This design comes from an exercise in tuning for small area, a short achievable clock period and few clock cycles per item on the open sky130 flow, not from production work.

==> module AES_datapath, before the edit <==
module AES_datapath(
    input         load, last,
    input  [15:0] t, k,
    input  [3:0]  r,
    input  [3:0]  sk,
    input  [15:0] data_input, input_vector, key,
    output [15:0] s_d, k_d
    );
    function [3:0] x2(input [3:0] a);
        x2 = {a[2:0], 1'b0} ^ {2'b00, a[3], a[3]};
    endfunction
    wire [3:0] u01 = x2(t[15:12] ^ t[11:8]) & {4{~last}};
    wire [3:0] u23 = x2(t[7:4] ^ t[3:0]) & {4{~last}};
    wire [15:0] m = t ^ {u01, u01, u23, u23};
    wire [3:0] w4 = k[15:12] ^ r ^ sk;
    wire [3:0] w5 = w4 ^ k[11:8];
    wire [3:0] w6 = w5 ^ k[7:4];
    wire [3:0] w7 = w6 ^ k[3:0];
    wire [15:0] kn = {w4, w5, w6, w7};
    assign k_d = load ? key : kn;
    assign s_d = (load ? (data_input ^ input_vector) : m) ^ k_d;
endmodule
==> module AES, before the edit <==
module AES(
    input clk,nrst,load,
    input [15:0] data_input,input_vector,key,
    input  [3:0] round_number,
    output [15:0] data_output,
    output finish
    );
    reg [15:0] s, k;
    reg [3:0]  r;
    reg        last, busy, fin;
    wire [3:0] t0, t1, t2, t3;
    NibbleSub ns0(.a(s[15:12]), .b(t0));
    NibbleSub ns1(.a(s[3:0]),   .b(t1));
    NibbleSub ns2(.a(s[7:4]),   .b(t2));
    NibbleSub ns3(.a(s[11:8]),  .b(t3));
    wire [3:0] sk;
    NibbleSub ns4(.a(k[3:0]), .b(sk));
    wire [15:0] s_d, k_d;
    AES_datapath dp(.load(load), .last(last), .t({t0, t1, t2, t3}), .sk(sk), .k(k), .r(r),
                    .data_input(data_input), .input_vector(input_vector), .key(key),
                    .s_d(s_d), .k_d(k_d));
    wire [3:0]  r_d = load ? 4'd1 : r + 4'd1;
    always @(posedge clk) begin
        if (load | busy) s <= s_d;
        k    <= k_d;
        r    <= r_d;
        last <= (r_d == round_number);
    end
    always @(posedge clk or negedge nrst) begin
        if (!nrst) begin
            busy <= 1'b0;
            fin  <= 1'b0;
        end else if (load) begin
            busy <= 1'b1;
            fin  <= 1'b0;
        end else if (busy & last) begin
            busy <= 1'b0;
            fin  <= 1'b1;
        end
    end
    assign data_output = s;
    assign finish = fin;
endmodule
Settings: LEC_CHECK=0, CAP_MARGIN=20, CORE_MARGIN=2, CORE_UTILIZATION=40, SETUP_SLACK_MARGIN=2.6, SLEW_MARGIN=20, SYNTH_HIERARCHICAL=1, SYNTH_MINIMUM_KEEP_SIZE=0; clock period 5.0 ns.
standard.sh (not shown) runs the stock make flow with config.mk's settings and CLKGATE_MAP_FILE= SYNTH_SCRIPT=/design/flow/synth_recipe.tcl, a recipe that flattens the netlist after the stock synthesis.
==> flow/flow/run.sh <==
#!/bin/bash
# The standard layout (the standard.sh, standard synthesis included), with the
# ports buffered by plain buffers instead of the delay buffers buffer_ports picks.
set -euo pipefail
export BUFFER_PORTS_ARGS="-buffer_cell sky130_fd_sc_hd__buf_1"
bash standard.sh > standard.log 2>&1
Next try:
--- a/flow/design.v
+++ b/flow/design.v
@@ -32,34 +32,12 @@
                  | (~a[3] & a[2] & a[1] & ~a[0])
                  | (~a[3] & a[2] & a[1] & a[0])
                  | (a[3] & ~a[2] & ~a[1] & a[0])
                  | (a[3] & ~a[2] & a[1] & a[0])
                  | (a[3] & a[2] & ~a[1] & a[0]);
 endmodule
-module AES_datapath(
-    input         load, last,
-    input  [15:0] t, k,
-    input  [3:0]  r,
-    input  [3:0]  sk,
-    input  [15:0] data_input, input_vector, key,
-    output [15:0] s_d, k_d
-    );
-    function [3:0] x2(input [3:0] a);
-        x2 = {a[2:0], 1'b0} ^ {2'b00, a[3], a[3]};
-    endfunction
-    wire [3:0] u01 = x2(t[15:12] ^ t[11:8]) & {4{~last}};
-    wire [3:0] u23 = x2(t[7:4] ^ t[3:0]) & {4{~last}};
-    wire [15:0] m = t ^ {u01, u01, u23, u23};
-    wire [3:0] w4 = k[15:12] ^ r ^ sk;
-    wire [3:0] w5 = w4 ^ k[11:8];
-    wire [3:0] w6 = w5 ^ k[7:4];
-    wire [3:0] w7 = w6 ^ k[3:0];
-    wire [15:0] kn = {w4, w5, w6, w7};
-    assign k_d = load ? key : kn;
-    assign s_d = (load ? (data_input ^ input_vector) : m) ^ k_d;
-endmodule
 module AES(
     input clk,nrst,load,
     input [15:0] data_input,input_vector,key,
     input  [3:0] round_number,
     output [15:0] data_output,
     output finish
@@ -69,18 +47,27 @@
     reg        last, busy, fin;
     wire [3:0] t0, t1, t2, t3;
     NibbleSub ns0(.a(s[15:12]), .b(t0));
     NibbleSub ns1(.a(s[3:0]),   .b(t1));
     NibbleSub ns2(.a(s[7:4]),   .b(t2));
     NibbleSub ns3(.a(s[11:8]),  .b(t3));
+    function [3:0] x2(input [3:0] a);
+        x2 = {a[2:0], 1'b0} ^ {2'b00, a[3], a[3]};
+    endfunction
+    wire [3:0] u01 = x2(t0 ^ t1) & {4{~last}};
+    wire [3:0] u23 = x2(t2 ^ t3) & {4{~last}};
+    wire [15:0] m = {t0 ^ u01, t1 ^ u01, t2 ^ u23, t3 ^ u23};
     wire [3:0] sk;
     NibbleSub ns4(.a(k[3:0]), .b(sk));
-    wire [15:0] s_d, k_d;
-    AES_datapath dp(.load(load), .last(last), .t({t0, t1, t2, t3}), .sk(sk), .k(k), .r(r),
-                    .data_input(data_input), .input_vector(input_vector), .key(key),
-                    .s_d(s_d), .k_d(k_d));
+    wire [3:0] p4 = k[15:12] ^ r;
+    wire [3:0] p5 = p4 ^ k[11:8];
+    wire [3:0] p6 = p5 ^ k[7:4];
+    wire [3:0] p7 = p6 ^ k[3:0];
+    wire [15:0] kn = {p4 ^ sk, p5 ^ sk, p6 ^ sk, p7 ^ sk};
+    wire [15:0] k_d = load ? key : kn;
+    wire [15:0] s_d = (load ? (data_input ^ input_vector) : m) ^ k_d;
     wire [3:0]  r_d = load ? 4'd1 : r + 4'd1;
     always @(posedge clk) begin
         if (load | busy) s <= s_d;
         k    <= k_d;
         r    <= r_d;
         last <= (r_d == round_number);
After rerunning: Wire length stays flat. Worst setup slack is worse by 0.023 ns. Core utilization barely changes. Register-to-register slack is worse by 0.02 ns. Design area drops by about 0.5%. Global-route usage climbs by 0.43 points. Hold slack is worse by 0.010 ns. Final cell count climbs by 1.4%.
No functional check of the RTL was part of any run of this note.

static timing again, ports no longer ideal:
Ports are ideal in the flow. The routed layouts listed here were re-timed in OpenROAD. Step 1 (the two cells are an assumption about what drives the block):
set clk [get_ports {clk}]
set_driving_cell -lib_cell sky130_fd_sc_hd__clkbuf_16 $clk
set_driving_cell -lib_cell sky130_fd_sc_hd__buf_2 [delete_from_list [all_inputs] $clk]
Step 2 moves the port delays by t, midway between the first and last clock arrival at a register: inputs arrive t later, outputs are due t later. That takes back most of the time a late clock gives input paths. Three values: no drivers, after step 1, after step 2; two values: the first two.
| run | t, ns | slack for setup (ns) | worst data-port slew with drivers (ns) | cell pins on the clock port's net |
|---|---|---|---|---|
| the first run | 0.320 | 2.688 / 2.688 / 2.480 | 0.04 | 1 |
| the second run | 0.326 | 2.665 / 2.665 / 2.471 | 0.03 | 1 |
After both steps setup and hold are still met in every run listed. The setup slack of the first run, which loses most, moves by 0.000 ns with the drivers and by -0.208 ns with both steps.
